Background: an optimization exercise with open tools, aiming at small area and a short achievable clock period. Do not read the settings as production practice. Where RTL was checked, it was by simulation tests only, not by an equivalence proof against the original.

// top_fft
module top_fft(
    input clk,
    input reset_p,
    input [23:0] fft_input,
    output reg [23:0] fft_output
);
    reg [3:0] cnt;
    reg       f1, f2;    
    wire [3:0] nc = reset_p ? 4'b1111 : cnt + 4'd1;    
    always @(posedge clk) begin
        cnt <= nc;
        if (reset_p) begin
            f1  <= 1'b1;
            f2  <= 1'b1;
        end else begin
            if (cnt == 4'd14) f1 <= 1'b0;
            if (cnt == 4'd1 && !f1) f2 <= 1'b0;
        end
    end
    reg [3:0] v4, v3, v2;
    always @(posedge clk) begin
        v4 <= nc + 4'd4;
        v3 <= v4;
        v2 <= v3;
    end
    wire [3:0] ncm1 = nc - 4'd1;
    wire [3:0] nc1  = nc + 4'd1;
    wire [2:0] k1_p = v4[3] ? 3'd0 : v4[2:0];           
    wire [2:0] k1_x = v3[3] ? 3'd0 : v3[2:0];           
    wire [2:0] k1_m = v2[3] ? 3'd0 : v2[2:0];           
    wire [2:0] k2_p = v2[2] ? 3'd0 : {v2[1:0], 1'b0};    
    wire [2:0] k2_m = nc[2]  ? 3'd0 : {nc[1:0], 1'b0};       
    wire [5:0]  c1p_n, c1x_n, c2p_n, u1, u2, u3;
    wire [42:0] c1m_n, u4, u5;
  ...
Settings: LEC_CHECK=0, CAP_MARGIN=20, CORE_MARGIN=2, CORE_UTILIZATION=50, CTS_CLUSTER_DIAMETER=100, CTS_CLUSTER_SIZE=30, PLACE_DENSITY=0.7, SETUP_SLACK_MARGIN=4.35, SLEW_MARGIN=20; clock period 7.0 ns.
run.sh (not shown) runs the stock make flow with config.mk's settings and CLKGATE_MAP_FILE= SYNTH_SCRIPT=/design/flow/synth_recipe.tcl, a recipe that flattens the netlist after the stock synthesis.
Rerun with:
Settings changed: CORE_UTILIZATION 50 to 40, PLACE_DENSITY 0.7 to default, SETUP_SLACK_MARGIN 4.35 to 4.2.
After rerunning:
- via count goes down by 3.9%
- sequential share of layout area climbs by 0.58 points
- worst hold slack hardly moves
- synthesized area is unchanged
- final cell count is higher by 4.4%
- worst setup slack is better by 0.036 ns
- routed wire length came out lower by 2.1%
- global-route usage goes down by 3.8 points
Rerun with:
Settings changed: SETUP_SLACK_MARGIN 4.2 to 4.3.
Result:
- The new run went through all stages and came out clean
- cell area came out higher by 2.4%
- first-iteration DRC count grows by 9.2%
- clock skew grows by 0.0043 ns
- setup slack improves by 0.0096 ns
- critical path depth stays the same
- global-route usage hardly moves
- synthesized cell count is unchanged
- via count came out higher by 1.2%
- fmax grows by 0.32%
- area after synthesis stays the same
No functional check of the RTL was part of any run of this note.

* * *

top_fft, a different RTL version from the one above (not shown whole).
Size: about 4000 cells after synthesis, ~670 flip-flops, about 50 I/O pins, roughly 39000 sq um of cells after synthesis.
make LEC_CHECK=0 CAP_MARGIN=20 CORE_MARGIN=2 CORE_UTILIZATION=40 SETUP_SLACK_MARGIN=4.2 SLEW_MARGIN=20 finish   # period 7.0 ns
Then changed:
--- a/flow/config.mk
+++ b/flow/config.mk
@@ -10,2 +10,4 @@
 export CORE_UTILIZATION = 40
+export CTS_CLUSTER_DIAMETER = 100
+export CTS_CLUSTER_SIZE = 30
 export SETUP_SLACK_MARGIN = 4.2
Effect: Synthesized cell count does not change. Critical path depth stays the same. Routed wire length drops by 1.9%. Final area drops by 3.7%. Final cell count drops by 1.7%.
Then changed:
--- a/flow/config.mk
+++ b/flow/config.mk
@@ -10,5 +10,3 @@
 export CORE_UTILIZATION = 40
-export CTS_CLUSTER_DIAMETER = 100
-export CTS_CLUSTER_SIZE = 30
-export SETUP_SLACK_MARGIN = 4.2
+export SETUP_SLACK_MARGIN = 4.6
 export SLEW_MARGIN = 20
What happened:
- flip-flop and latch count stays the same
- routed wire length climbs by 11%

* * *

Setup of 07-03:
top_fft, a different RTL version from the one above (not shown whole).
Size in the first run: about 4100 cells after synthesis, about 50 I/O pins, roughly 38000 sq um of cells after synthesis.
Settings: LEC_CHECK=0, CAP_MARGIN=20, CORE_MARGIN=2, CORE_UTILIZATION=40, SETUP_SLACK_MARGIN=3.8, SLEW_MARGIN=20; clock period 7.0 ns.
07-03 ran to completion and came out clean on the timing, DRC and antenna checks.
[inputs] 11-04 vs 07-03
- CORE_UTILIZATION: 40 -> 65
[summary]
Looking at the reports, 07-03 completed the entire flow and the layout it produced met the timing, DRC and antenna checks.
11-04: flow completed, timing, DRC and antenna clean
11-04: routing usage on met3 is 1.1 points higher than what 07-03 reported.
Post-route clock period utilization ends up lower on 07-03.
11-04 against 07-03: utilization after layout rose by 27 points, count of cell instances traversed by the critical path increased by 1 relative to the old numbers.
Number of clock buffers in the layout in 11-04 is about 1.1% higher than in 07-03
Compared with 07-03, in 11-04 combined area of the multi-input logic cells essentially unchanged, worst relative slew slack increased 12 points, ratio of cells with drive above 1 in the final layout essentially unchanged.
No functional check of the RTL was part of any run of this note.

* * *

top_fft, a different RTL version from the one above (not shown whole).
Size in the first run: about 3700 cells after synthesis, ~680 flip-flops.
clock: 7.0 ns
lec_check: 0
cap_margin: 20
core_margin: 2
core_utilization: 40
cts_cluster_diameter: 100
cts_cluster_size: 30
setup_slack_margin: 4.2
slew_margin: 20
Then changed:
Settings changed: CORE_UTILIZATION 40 to 50, PLACE_DENSITY from default to 0.7.
Flip-flop and latch count is unchanged.
Worst hold slack is about the same.
Core utilization is higher by 10 points.
Wire length went down by 3.1%.
Area after synthesis is unchanged.
Die area shrinks by 20%.
Register-to-register slack stays flat.
Function was not checked in any run of this note: the RTL went through the layout flow alone.

* * *

top_fft, a different RTL version from the one above (not shown whole).
Size in the first run: ~4000 cells after synthesis, about 50 I/O pins, about 39000 um2 of cells after synthesis.
==> flow/design.v (excerpt) <==
module top_fft(
    input clk,
    input reset_p,
    input [23:0] fft_input,
    output reg [23:0] fft_output
);
    reg [3:0] cnt;
    reg       f1, f2;    
    wire [3:0] nc = reset_p ? 4'b1111 : cnt + 4'd1;    
    always @(posedge clk) begin
        cnt <= nc;
        if (reset_p) begin
            f1  <= 1'b1;
            f2  <= 1'b1;
        end else begin
            if (cnt == 4'd14) f1 <= 1'b0;
            if (cnt == 4'd1 && !f1) f2 <= 1'b0;
        end
    end
    reg [3:0] v4, v3, v2;
    always @(posedge clk) begin
        v4 <= nc + 4'd4;
        v3 <= v4;
        v2 <= v3;
    end
    wire [3:0] ncm1 = nc - 4'd1;
    wire [3:0] nc1  = nc + 4'd1;
    wire [2:0] k1_p = v4[3] ? 3'd0 : v4[2:0];           
    wire [2:0] k1_x = v3[3] ? 3'd0 : v3[2:0];           
    wire [2:0] k1_m = v2[3] ? 3'd0 : v2[2:0];           
    wire [2:0] k2_p = v2[2] ? 3'd0 : {v2[1:0], 1'b0};    
    wire [2:0] k2_m = nc[2]  ? 3'd0 : {nc[1:0], 1'b0};       
    wire [5:0]  c1p_n, c1x_n, c2p_n, u1, u2, u3;
    wire [42:0] c1m_n, u4, u5;
    wire [32:0] c2m_n, u6;
    twiddle_w_value  w1p(.k(k1_p), .p1(c1p_n), .p2(u4));
    twiddle_w_value  w1x(.k(k1_x), .p1(c1x_n), .p2(u5));
    twiddle_w_value  w1m(.k(k1_m), .p1(u1),    .p2(c1m_n));
    twiddle_w_value2 w2p(.k(k2_p), .p1(c2p_n), .p2(u6));
    twiddle_w_value2 w2m(.k(k2_m), .p1(u2),    .p2(c2m_n));
    reg sel1, sel2, sel3, sel4, rot3;
    reg [5:0]  c1p, c2p;
    reg [1:0]  c1x;
    reg [42:0] c1m;
    reg [32:0] c2m;
    always @(posedge clk) begin
        sel1 <= nc[3];
        sel2 <= ~ncm1[2];
        sel3 <= nc[1];
        sel4 <= nc[0];
        rot3 <= nc1[1] & nc1[0];
        c1p <= c1p_n;
        c1x <= c1x_n[1:0];
        c2p <= c2p_n;
        c1m <= c1m_n;
        c2m <= c2m_n;
    end
    reg  [23:0] s1_in;
    reg  [23:0] s1_dl [0:4];
    reg  [25:0] s1_d5;
    reg  [51:0] s1_d6;
    reg  [97:0] s1_d7;
    wire [23:0] s1_a = {s1_d7[97:86], s1_d7[48:37]};
    wire [23:0] s1_b0, s1_b1;
    wire [25:0] s1_p;
    wire [97:0] s1_m;
    wire [11:0] s1_yr, s1_yi;
    Butterfly bf1(.fft_input_A(s1_a), .fft_input_B(s1_in), .fft_output_0(s1_b0), .fft_output_1(s1_b1));
    twiddle_prep #(.QOUT(0)) tp1(.x(s1_dl[4]), .p1(c1p), .t(s1_p));
    twiddle_factor tw1(.t(s1_d6), .p2(c1m), .y(s1_m));
  ...
clock: 7.0 ns
lec_check: 0
cap_margin: 20
core_margin: 2
core_utilization: 40
cts_cluster_diameter: 100
cts_cluster_size: 30
setup_slack_margin: 4.4
slew_margin: 20
The first run finished clean.
Edit:
- SETUP_SLACK_MARGIN: 4.4 -> 4.2
- The changed run passed the timing, DRC and antenna checks
- core utilization fell by 1.8 points
- worst setup slack loses 0.062 ns
- die area does not change
- wire length fell by 3.1%
- area after synthesis is unchanged
- global-route usage fell by 0.27 points
- register-to-register slack loses 0.06 ns
- final area fell by 3.9%
- synthesized cell count is unchanged

==> port drivers added, routing unchanged <==
How much do the figures lean on ideal ports? The routed layouts below were timed once more, with nothing changed but the port constraints. Step 1 sets driving cells, clkbuf_16 on the clock port and buf_2 on the other inputs (assumed; they add their load-dependent delay and slew). Step 2 also shifts input and output timing later by t, the mid clock arrival at the registers, as if the neighbouring blocks saw the same clock. Three values: ideal, step 1, step 2; two values: the first two.
| run | shift t [ns] | setup slack, ns | hold WS [ns] | worst slew at a driven data input, ns | cell pins on the clock port's net |
|---|---|---|---|---|---|
| the first run of note 1 | 0.688 | 3.946 / 3.946 / 3.766 | 0.327 / 0.327 / 0.327 | 0.09 | 1 |
| the second run of note 1 | 0.697 | 3.983 / 3.983 / 3.798 | 0.326 / 0.326 / 0.326 | 0.06 | 1 |
| the third run of note 1 | 0.692 | 3.992 / 3.992 / 3.895 | 0.324 / 0.324 / 0.324 | 0.12 | 1 |
| the first run of note 2 | 0.688 | 4.205 / 4.205 / 3.651 | 0.315 / 0.315 / 0.315 | 0.08 | 1 |
| the second run of note 2 | 0.718 | 4.220 / 4.220 / 3.614 | 0.326 / 0.326 / 0.326 | 0.08 | 1 |
| the third run of note 2 | 0.718 | 4.165 / 4.165 / 4.008 | 0.306 / 0.306 / 0.306 | 0.06 | 1 |
| 07-03 | 0.671 | 3.814 / 3.814 / 3.508 | 0.315 / 0.315 / 0.315 | 0.11 | 1 |
| 11-04 | 0.661 | 3.763 / 3.763 / 3.361 | 0.303 / 0.303 / 0.303 | 0.05 | 1 |
| the first run of note 4 | 0.650 | 4.232 / 4.232 / 3.880 | 0.320 / 0.320 / 0.320 | 0.08 | 1 |
| the second run of note 4 | 0.691 | 4.226 / 4.226 / 3.884 | 0.320 / 0.320 / 0.320 | 0.06 | 1 |
| the first run of note 5 | 0.654 | 4.321 / 4.321 / 3.995 | 0.311 / 0.311 / 0.311 | 0.10 | 1 |
| the second run of note 5 | 0.643 | 4.260 / 4.260 / 3.922 | 0.327 / 0.327 / 0.327 | 0.09 | 1 |
After both steps setup and hold are still met in every run listed. For the second run of note 2, which loses most, drivers alone change the setup slack by 0.000 ns; drivers and shift together by -0.606 ns.
